This is an optimization exercise on Yosys and OpenROAD, whose aim is small area, not a production implementation. Function was checked by simulation only, so behaviour that the tests miss may differ from the original. The flow treats the clock pin as an ideal source, which a real chip does not have. Power figures rest on the tool's default switching activity, not on a simulated workload.

==> flow/design.v (excerpt) <==
module c6288_top (clk,
    in256, in239, in222, in205, in188, in171, in154, in137, in120, in103, in86, in69, in52, in35, in18, in1, in528, in511, in494, in477, in460, in443, in426, in409, in392, in375, in358, in341, in324, in307, in290, in273,
    out6287, out6288, out6280, out6270, out6260, out6250, out6240, out6230, out6220, out6210, out6200, out6190, out6180, out6170, out6160, out6150, out6123, out5971, out5672, out5308, out4946, out4591, out4241, out3895, out3552, out3211, out2877, out2548, out2223, out1901, out1581, out545);
  input clk;
  input in256, in239, in222, in205, in188, in171, in154, in137, in120, in103, in86, in69, in52, in35, in18, in1, in528, in511, in494, in477, in460, in443, in426, in409, in392, in375, in358, in341, in324, in307, in290, in273;
  output reg out6287, out6288, out6280, out6270, out6260, out6250, out6240, out6230, out6220, out6210, out6200, out6190, out6180, out6170, out6160, out6150, out6123, out5971, out5672, out5308, out4946, out4591, out4241, out3895, out3552, out3211, out2877, out2548, out2223, out1901, out1581, out545;
  wire c_out6287;
  wire c_out6288;
  wire c_out6280;
  wire c_out6270;
  wire c_out6260;
  wire c_out6250;
  wire c_out6240;
  wire c_out6230;
  wire c_out6220;
  wire c_out6210;
  wire c_out6200;
  wire c_out6190;
  wire c_out6180;
  wire c_out6170;
  wire c_out6160;
  wire c_out6150;
  wire c_out6123;
  wire c_out5971;
  wire c_out5672;
  wire c_out5308;
  wire c_out4946;
  wire c_out4591;
  wire c_out4241;
  wire c_out3895;
  wire c_out3552;
  wire c_out3211;
  wire c_out2877;
  wire c_out2548;
  wire c_out2223;
  wire c_out1901;
  wire c_out1581;
  wire c_out545;
  Circuit6288h core (
    .in256(in256),
    .in239(in239),
    .in222(in222),
    .in205(in205),
    .in188(in188),
    .in171(in171),
    .in154(in154),
    .in137(in137),
    .in120(in120),
    .in103(in103),
    .in86(in86),
    .in69(in69),
  ...
Size in the first run: about 32 flip-flops, ~65 I/O pins.
==> flow/config.mk <==
export PLATFORM = sky130hd
export DESIGN_NAME = c6288_top
export DESIGN_NICKNAME = c6288_top
export VERILOG_FILES = /design/flow/design.v
export SDC_FILE = /design/flow/constraint.sdc
export NUM_CORES = 4
export LEC_CHECK = 0
export CAP_MARGIN = 20
export CORE_MARGIN = 2
export CORE_UTILIZATION = 40
export CTS_BUF_LIST = sky130_fd_sc_hd__clkbuf_8
export CTS_CLUSTER_DIAMETER = 200
export CTS_CLUSTER_SIZE = 40
export SLEW_MARGIN = 20
export SYNTH_HIERARCHICAL = 1
export SYNTH_MINIMUM_KEEP_SIZE = 0
==> flow/constraint.sdc <==
create_clock -name core_clock -period 10.0 [get_ports {clk}]
set_input_delay 2.0000 -clock core_clock [delete_from_list [all_inputs] [get_ports {clk}]]
set_output_delay 2.0000 -clock core_clock [all_outputs]
set_load 0.01 [all_outputs]
standard.sh (not shown) runs the stock make flow with config.mk's settings and CLKGATE_MAP_FILE= SYNTH_SCRIPT=/design/flow/synth_recipe.tcl, a recipe that flattens the netlist after the stock synthesis.
==> flow/flow/run.sh <==
#!/bin/bash
set -euo pipefail
bash standard.sh \
  "BUFFER_PORTS_ARGS=-inputs -buffer_cell sky130_fd_sc_hd__buf_2" \
  "PRE_GLOBAL_PLACE_TCL=$PWD/flow/outbuf.tcl" \
  "CTS_ARGS=-sink_clustering_enable -repair_clock_nets -buf_list sky130_fd_sc_hd__clkbuf_8 -root_buf sky130_fd_sc_hd__clkbuf_8 -sink_clustering_size 32 -sink_clustering_max_diameter 400 -dont_use_dummy_load" \
  finish > standard_flow.log 2>&1
==> flow/flow/outbuf.tcl <==
# Buffer every output port with the smallest buffer and keep those buffers
# (global_place.tcl's remove_buffers would otherwise take them out again).
# The inputs are buffered by the standard buffer_ports call after this hook.
buffer_ports -outputs -buffer_cell sky130_fd_sc_hd__buf_1
set n 0
foreach port [get_ports out*] {
  set net [get_nets [get_full_name $port]]
  foreach pin [get_pins -of_objects $net -filter "direction == output"] {
    set_dont_touch [get_cells -of_objects $pin]
    incr n
  }
}
puts "dont_touch set on $n output buffers"
if { $n != 32 } { error "expected 32 output buffers, found $n" }
Change:
==> flow/flow/run.sh (replaced) <==
#!/bin/bash
set -euo pipefail
BUF=${PORT_BUF:-sky130_fd_sc_hd__buf_2}
bash standard.sh "BUFFER_PORTS_ARGS=-buffer_cell $BUF" finish > standard_flow.log 2>&1
Settings changed: CTS_BUF_LIST sky130_fd_sc_hd__clkbuf_8 to not set, CTS_CLUSTER_DIAMETER 200 to not set, CTS_CLUSTER_SIZE 40 to not set.
removed: flow/flow/outbuf.tcl
Power climbs by 3.8%.
Cell area rises by 1.8%.
Final cell count increases by about 0.56%.
Wire length came out higher by 3.1%.
Flip-flop and latch count stays the same.
Die area does not change.
Utilization came out higher by 0.79 points.
Area after synthesis does not change.
Critical path depth is unchanged.

---

Starting RTL as in the previous note.
clock: 10.0 ns
lec_check: 0
cap_margin: 20
core_margin: 2
core_utilization: 40
slew_margin: 20
synth_hierarchical: 1
synth_minimum_keep_size: 0
==> flow/flow/run.sh <==
#!/bin/bash
set -euo pipefail
BUF=${PORT_BUF:-sky130_fd_sc_hd__buf_1}
bash standard.sh "BUFFER_PORTS_ARGS=-buffer_cell $BUF" finish > standard_flow.log 2>&1
The baseline completed without violations.
Then changed:
==> flow/flow/run.sh (replaced) <==
#!/bin/bash
set -euo pipefail
bash standard.sh \
  "BUFFER_PORTS_ARGS=-inputs -buffer_cell sky130_fd_sc_hd__buf_2" \
  "PRE_GLOBAL_PLACE_TCL=$PWD/flow/outbuf.tcl" \
  finish > standard_flow.log 2>&1
==> flow/flow/outbuf.tcl (new file) <==
# Buffer every output port with the smallest buffer and keep those buffers
# (global_place.tcl's remove_buffers would otherwise take them out again).
# The inputs are buffered by the standard buffer_ports call after this hook.
buffer_ports -outputs -buffer_cell sky130_fd_sc_hd__buf_1
set n 0
foreach port [get_ports out*] {
  set net [get_nets [get_full_name $port]]
  foreach pin [get_pins -of_objects $net -filter "direction == output"] {
    set_dont_touch [get_cells -of_objects $pin]
    incr n
  }
}
puts "dont_touch set on $n output buffers"
if { $n != 32 } { error "expected 32 output buffers, found $n" }
Settings changed: CTS_BUF_LIST set to sky130_fd_sc_hd__clkbuf_8, CTS_CLUSTER_DIAMETER set to 200, CTS_CLUSTER_SIZE set to 40.
Outcome: The new run went through all stages and came out clean. Core utilization falls by 1.7 points. Routed wire length falls by 6.9%. Via count falls by 3.6%. Non-clock buffer count falls by 32. Worst setup slack gains 0.038 ns. Hold slack gains 0.067 ns.
Then changed:
==> flow/flow/outbuf.tcl (replaced) <==
# Buffer every output port with the smallest buffer (inputs are buffered by
# the standard buffer_ports call that follows this hook).
buffer_ports -outputs -buffer_cell sky130_fd_sc_hd__buf_1
- The new run finished with timing, DRC and antenna clean
- final area decreases by 1.5%
- wire length increases by 2.8%
- setup slack is better by 0.048 ns
- synthesized area does not change
- sequential power increases by 16%
- via count decreases by 2.1%
- final cell count decreases by 3.5%
- global-route usage increases by 0.37 points
Then changed:
==> flow/run.sh (new file) <==
#!/bin/bash
# synth_recipe.tcl (not shown) runs the flow's synth.tcl, then flattens the netlist and writes it again
# the make line also repeats each setting of config.mk as NAME=value (left out here)
make -C /OpenROAD-flow-scripts/flow DESIGN_CONFIG=/design/flow/config.mk WORK_HOME=/design/flow/orfs CLKGATE_MAP_FILE= SYNTH_SCRIPT=/design/flow/synth_recipe.tcl finish
Settings changed: ABC_AREA set to 1, CTS_BUF_LIST sky130_fd_sc_hd__clkbuf_8 to not set, CTS_CLUSTER_DIAMETER 200 to not set, CTS_CLUSTER_SIZE 40 to not set.
removed: flow/flow/run.sh
removed: flow/flow/outbuf.tcl
removed: flow/standard.sh
The new run passed the timing, design-rule and antenna checks.
Hold slack improves by 0.38 ns.
Worst setup slack is worse by 0.36 ns.
Total power grows by 18%.
Clock-buffer cell count stays the same.
Die area rose by 5.3%.
Design area goes up by 16%.
Cell count is higher by 26%.
Utilization rises by 4.5 points.

---

== oak ==
c6288_top, a different RTL version from the one above (not shown whole).
Size in the first run: ~6600 µm² of cells after synthesis.
==> flow/config.mk <==
export PLATFORM = sky130hd
export DESIGN_NAME = c6288_top
export DESIGN_NICKNAME = c6288_top
export VERILOG_FILES = /design/flow/design.v
export SDC_FILE = /design/flow/constraint.sdc
export NUM_CORES = 4
export LEC_CHECK = 0
export CAP_MARGIN = 20
export CORE_MARGIN = 2
export CORE_UTILIZATION = 40
export GPL_TIMING_DRIVEN = 0
export SLEW_MARGIN = 20
export SYNTH_HIERARCHICAL = 1
export SYNTH_MINIMUM_KEEP_SIZE = 0
==> flow/constraint.sdc <==
create_clock -name core_clock -period 10.0 [get_ports {clk}]
set_input_delay 2.0000 -clock core_clock [delete_from_list [all_inputs] [get_ports {clk}]]
set_output_delay 2.0000 -clock core_clock [all_outputs]
set_load 0.01 [all_outputs]
==> flow/flow/run.sh <==
#!/bin/bash
set -euo pipefail
bash standard.sh \
  "BUFFER_PORTS_ARGS=-inputs -buffer_cell sky130_fd_sc_hd__buf_1" \
  "PRE_GLOBAL_PLACE_TCL=$PWD/flow/outbuf.tcl" \
  "CTS_ARGS=-sink_clustering_enable -repair_clock_nets -buf_list sky130_fd_sc_hd__clkbuf_8 -root_buf sky130_fd_sc_hd__clkbuf_8 -sink_clustering_size 32 -sink_clustering_max_diameter 400 -dont_use_dummy_load" \
  finish > standard_flow.log 2>&1
==> flow/flow/outbuf.tcl <==
# Buffer every output port with the smallest buffer and keep those buffers
# (global_place.tcl's remove_buffers would otherwise take them out again).
# The inputs are buffered by the standard buffer_ports call after this hook.
buffer_ports -outputs -buffer_cell sky130_fd_sc_hd__buf_1
# connect the new buffers' power and ground pins by the design's global rules
global_connect
set n 0
foreach port [get_ports out*] {
  set net [get_nets [get_full_name $port]]
  foreach pin [get_pins -of_objects $net -filter "direction == output"] {
    set_dont_touch [get_cells -of_objects $pin]
    incr n
  }
}
puts "dont_touch set on $n output buffers"
if { $n != 32 } { error "expected 32 output buffers, found $n" }
### oak -> maple
- CORE_UTILIZATION changed from 40 to 60
### Flow results
Setup slack at placement, maple and oak, higher one = maple.
Of the two values seen for slowest cell on the critical path, sky130_fd_sc_hd__buf_1 was produced by oak and sky130_fd_sc_hd__fa_1 by maple.
Summary: with oak as the reference, number of global-route vias before repair in maple moved down by a few percent.
Every stage of the flow completed for maple, and the final layout passed the timing, design-rule and antenna checks.
Taking maple over oak, the site row count ratio works out to 0.809.
[maple] total track usage rose 11 points relative to oak
Summary of maple over oak: total length of routed met3 wires fell 14 µm, first-iteration DRC count decreased by 3 relative to the old numbers, critical path depth now larger.
Cmp maple and oak / overall power consumption / lower: oak
Final area (higher): oak
Die footprint: maple < oak

---

raven:
c6288_top, a different RTL version from the one above (not shown whole).
Size in the first run: roughly 32 flip-flops.
Design c6288_top, start of the top module:
module c6288_top (clk,
    in256, in239, in222, in205, in188, in171, in154, in137, in120, in103, in86, in69, in52, in35, in18, in1, in528, in511, in494, in477, in460, in443, in426, in409, in392, in375, in358, in341, in324, in307, in290, in273,
    out6287, out6288, out6280, out6270, out6260, out6250, out6240, out6230, out6220, out6210, out6200, out6190, out6180, out6170, out6160, out6150, out6123, out5971, out5672, out5308, out4946, out4591, out4241, out3895, out3552, out3211, out2877, out2548, out2223, out1901, out1581, out545);
clock: 10.0 ns
lec_check: 0
abc_clock_period_in_ps: 10000
cap_margin: 20
core_margin: 2
core_utilization: 40
gpl_timing_driven: 0
slew_margin: 20
synth_hierarchical: 1
synth_minimum_keep_size: 0
==> flow/flow/run.sh <==
#!/bin/bash
set -euo pipefail
bash standard.sh \
  "BUFFER_PORTS_ARGS=-inputs -buffer_cell sky130_fd_sc_hd__buf_1" \
  "PRE_GLOBAL_PLACE_TCL=$PWD/flow/outbuf.tcl" \
  "PRE_CTS_TCL=$PWD/flow/clkbuf.tcl" \
  "CTS_ARGS=-clk_nets clk -dont_use_dummy_load" \
  finish > standard_flow.log 2>&1
==> flow/flow/clkbuf.tcl <==
# Clock tree by hand: the clock port drives 4 clock buffers; the
# flip-flops are split into 4 sectors by their angle around the core
# centre, and each buffer sits at the centre of its sector's flip-flops and
# drives them.  TritonCTS is then told to skip the clock net (CTS_ARGS).
set ngroups 4
set bufcell sky130_fd_sc_hd__clkbuf_4
set block [ord::get_db_block]
set dbu [$block getDbUnitsPerMicron]
set core [$block getCoreArea]
set cx [expr { ([$core xMin] + [$core xMax]) / 2.0 }]
set cy [expr { ([$core yMin] + [$core yMax]) / 2.0 }]
set sinks {}
foreach pin [get_pins -of_objects [get_nets clk] -filter "direction == input"] {
  set inst [$block findInst [get_full_name [get_cells -of_objects $pin]]]
  set loc [$inst getLocation]
  set a [expr { atan2([lindex $loc 1] - $cy, [lindex $loc 0] - $cx) }]
  lappend sinks [list $a [lindex $loc 0] [lindex $loc 1] [get_full_name $pin]]
}
set sinks [lsort -real -index 0 $sinks]
set n [llength $sinks]
# rotate the start so that the largest angular gap separates the first and last sector
set best 0; set gap -1
for {set k 0} {$k < $n} {incr k} {
  set a0 [lindex $sinks [expr { ($k + $n - 1) % $n }] 0]
  set a1 [lindex $sinks $k 0]
  set d [expr { $a1 - $a0 }]
  if { $d < 0 } { set d [expr { $d + 2 * 3.14159265 }] }
  if { $d > $gap } { set gap $d; set best $k }
}
set sinks [concat [lrange $sinks $best end] [lrange $sinks 0 [expr { $best - 1 }]]]
for {set i 0} {$i < $ngroups} {incr i} {
  set lo [expr { $i * $n / $ngroups }]
  set hi [expr { ($i + 1) * $n / $ngroups - 1 }]
  set sx 0.0; set sy 0.0; set pins {}
  foreach s [lrange $sinks $lo $hi] {
    set sx [expr { $sx + [lindex $s 1] }]
    set sy [expr { $sy + [lindex $s 2] }]
    lappend pins [get_pins [lindex $s 3]]
  }
  set m [llength $pins]
  insert_buffer -buffer_cell $bufcell -net clk -load_pins $pins \
    -location [list [expr { $sx / $m / $dbu }] [expr { $sy / $m / $dbu }]] \
    -buffer_name clkbuf_s$i -net_name clk_s$i
}
puts "clock split into $ngroups buffers over $n flip-flops"
global_connect
detailed_placement
Scripts as last shown in full above: flow/flow/outbuf.tcl
Relative to raven, the following input files were edited for onyx:
Settings: clearing ABC_CLOCK_PERIOD_IN_PS, which used to be 10000; putting SETUP_SLACK_MARGIN at -0.4 where nothing was set.
==> flow/flow/run.sh <==
#!/bin/bash
set -euo pipefail
bash standard.sh \
  "BUFFER_PORTS_ARGS=-inputs -buffer_cell sky130_fd_sc_hd__buf_1" \
  "PRE_GLOBAL_PLACE_TCL=$PWD/flow/outbuf.tcl" \
  "POST_FLOORPLAN_TCL=$PWD/flow/downsize.tcl" \
  "PRE_CTS_TCL=$PWD/flow/clkbuf.tcl" \
  "CTS_ARGS=-clk_nets clk -dont_use_dummy_load" \
  finish > standard_flow.log 2>&1
==> flow/flow/downsize.tcl (new file) <==
# Area recovery after synthesis: ABC sizes some logic gates up for a load it
# assumes; set every such gate back to its smallest (_1) size with the same
# function.  The later timing repairs size gates up again where a path needs it.
set n 0
foreach inst [[ord::get_db_block] getInsts] {
  set m [[$inst getMaster] getName]
  if { [regexp {^(sky130_fd_sc_hd__(a21oi|a21o|and2|or2|o21ai|nand2|nor2|xnor2|xor2|inv|ha|fa))_[248]$} $m -> base] } {
    replace_cell [$inst getName] ${base}_1
    incr n
  }
}
puts "downsized $n gates"
Results
- Combinational power, raven and onyx, higher one = raven.
- Measured against each other, raven and onyx differ in internal power consumption, the lower figure coming from onyx.
- Comparing onyx with raven, the footprint of the flip-flops and latches came out essentially unchanged.
- Diff raven -> onyx | final area | down slightly

---

c6288_top with an RTL version that a note above also has.
For scale: ~600 cells after synthesis, ~32 flip-flops.
clock: 10.0 ns
lec_check: 0
cap_margin: 20
core_margin: 2
core_utilization: 40
gpl_timing_driven: 0
slew_margin: 20
synth_hierarchical: 1
synth_minimum_keep_size: 0
==> flow/flow/run.sh <==
#!/bin/bash
set -euo pipefail
bash standard.sh \
  "BUFFER_PORTS_ARGS=-inputs -buffer_cell sky130_fd_sc_hd__buf_1" \
  "PRE_GLOBAL_PLACE_TCL=$PWD/flow/outbuf.tcl" \
  "CTS_ARGS=-sink_clustering_enable -repair_clock_nets -buf_list sky130_fd_sc_hd__clkbuf_8 -root_buf sky130_fd_sc_hd__clkbuf_8 -sink_clustering_size 32 -sink_clustering_max_diameter 400 -dont_use_dummy_load" \
  finish > standard_flow.log 2>&1
==> flow/flow/outbuf.tcl <==
# Buffer every output port with the smallest buffer and keep those buffers
# (global_place.tcl's remove_buffers would otherwise take them out again).
# The inputs are buffered by the standard buffer_ports call after this hook.
buffer_ports -outputs -buffer_cell sky130_fd_sc_hd__buf_1
set n 0
foreach port [get_ports out*] {
  set net [get_nets [get_full_name $port]]
  foreach pin [get_pins -of_objects $net -filter "direction == output"] {
    set_dont_touch [get_cells -of_objects $pin]
    incr n
  }
}
puts "dont_touch set on $n output buffers"
if { $n != 32 } { error "expected 32 output buffers, found $n" }
==> next run, changes <==
==> flow/flow/run.sh (replaced) <==
#!/bin/bash
set -euo pipefail
bash standard.sh \
  "BUFFER_PORTS_ARGS=-inputs -buffer_cell sky130_fd_sc_hd__buf_2" \
  "PRE_GLOBAL_PLACE_TCL=$PWD/flow/outbuf.tcl" \
  "CTS_ARGS=-sink_clustering_enable -repair_clock_nets -buf_list sky130_fd_sc_hd__clkbuf_16 -root_buf sky130_fd_sc_hd__clkbuf_16 -sink_clustering_size 32 -sink_clustering_max_diameter 1000 -dont_use_dummy_load" \
  finish > standard_flow.log 2>&1
Sequential power barely changes.
First-iteration DRC count shrinks by 14%.
Worst hold slack gets better by 25 ps.
Area after synthesis stays the same.
Count of clock-buffer cells in the layout is unchanged.
Wire length grows by 0.52%.
Final area grows by 1.0%.
Worst setup slack gets worse by 16 ps.
Global-route usage grows by 0.13 points.
Critical path depth grows by 2.
==> next run, changes <==
==> flow/flow/run.sh (replaced) <==
#!/bin/bash
set -euo pipefail
bash standard.sh \
  "BUFFER_PORTS_ARGS=-inputs -buffer_cell sky130_fd_sc_hd__buf_1" \
  "PRE_GLOBAL_PLACE_TCL=$PWD/flow/outbuf.tcl" \
  "PRE_CTS_TCL=$PWD/flow/clkbuf.tcl" \
  "CTS_ARGS=-sink_clustering_enable -repair_clock_nets -buf_list sky130_fd_sc_hd__clkbuf_8 -root_buf sky130_fd_sc_hd__clkbuf_8 -sink_clustering_size 32 -sink_clustering_max_diameter 400 -dont_use_dummy_load" \
  finish > standard_flow.log 2>&1
==> flow/flow/clkbuf.tcl (new file) <==
# Drive all flip-flop clock pins from one clkbuf_16 at the middle of the core,
# so that the clock port feeds a single buffer.
set block [ord::get_db_block]
set core [$block getCoreArea]
set dbu [$block getDbUnitsPerMicron]
set x [expr { ([$core xMin] + [$core xMax]) / 2.0 / $dbu }]
set y [expr { ([$core yMin] + [$core yMax]) / 2.0 / $dbu }]
insert_buffer -buffer_cell sky130_fd_sc_hd__clkbuf_16 -net clk -location [list $x $y] -buffer_name clkroot -net_name clk_root
global_connect
detailed_placement
--- a/flow/flow/outbuf.tcl
+++ b/flow/flow/outbuf.tcl
@@ -4,0 +5,2 @@
+# connect the new buffers' power and ground pins by the design's global rules
+global_connect
Outcome:
- maximum frequency is higher by 0.96%
- clock power is lower by about 15%
- cell area is lower by about 0.8%
- core utilization is lower by 0.36 points
- total power is lower by 0.90%
- worst setup slack gets better by 92 ps
- sequential power stays flat
- die area stays the same
- routed wire length is lower by about 0.36%
- flip-flop and latch count stays the same
- via count hardly moves
==> next run, changes <==
--- a/flow/flow/run.sh
+++ b/flow/flow/run.sh
@@ -6 +5,0 @@
-  "PRE_CTS_TCL=$PWD/flow/clkbuf.tcl" \
- ABC_AREA: unset -> 1
removed: flow/flow/clkbuf.tcl
Setup slack improves by 6.0 ps.
Routed wire length increases by a few percent.
Sequential share of layout area decreases by 0.43 points.
Power increases by a little under a tenth.

==> separate check: timing with driven ports <==
The flow's constraints put no driver on any port. The routed layouts listed below were extracted and timed again, unchanged, in two steps.
Step 1: set_driving_cell puts a clkbuf_16 on clk and a buf_2 on each other input, an assumption about the parent block.
Step 2 also shifts input and output timing later by t, the mid clock arrival at the registers, as if the neighbouring blocks saw the same clock.
a / b / c = no drivers / after step 1 / after step 2; a / b = the first two.
run	t, ns	setup slack, ns	worst hold slack (ns)
the first run of note 1	0.341	0.717 / 0.731 / 0.390	2.057 / 2.041 / 2.381
the second run of note 1	0.332	0.706 / 0.722 / 0.390	2.085 / 2.064 / 2.395
the first run of note 2	0.333	0.699 / 0.714 / 0.382	1.978 / 1.961 / 2.293
the second run of note 2	0.348	0.737 / 0.749 / 0.402	2.045 / 2.029 / 2.376
the third run of note 2	0.351	0.784 / 0.801 / 0.450	2.075 / 2.059 / 2.330
the fourth run of note 2	0.324	0.429 / 0.443 / 0.119	2.456 / 2.439 / 2.745
oak	0.349	0.289 / 0.298 / -0.052	2.077 / 2.067 / 2.405
maple	0.336	0.307 / 0.315 / -0.021	2.081 / 2.080 / 2.394
raven	0.234	0.549 / 0.595 / 0.361	2.386 / 2.336 / 2.409
onyx	0.231	0.475 / 0.514 / 0.282	2.451 / 2.402 / 2.410
the first run of note 5	0.349	0.289 / 0.298 / -0.052	2.077 / 2.067 / 2.405
the second run of note 5	0.324	0.273 / 0.287 / -0.037	2.101 / 2.081 / 2.398
the third run of note 5	0.458	0.366 / 0.381 / -0.077	2.057 / 2.042 / 2.408
the fourth run of note 5	0.335	0.372 / 0.383 / 0.048	2.094 / 2.081 / 2.402
Met with ideal ports but missed after step 2: setup timing in 5 of these runs. The setup slack of the third run of note 5, which loses most, moves by +0.015 ns with the drivers and by -0.443 ns with both steps.
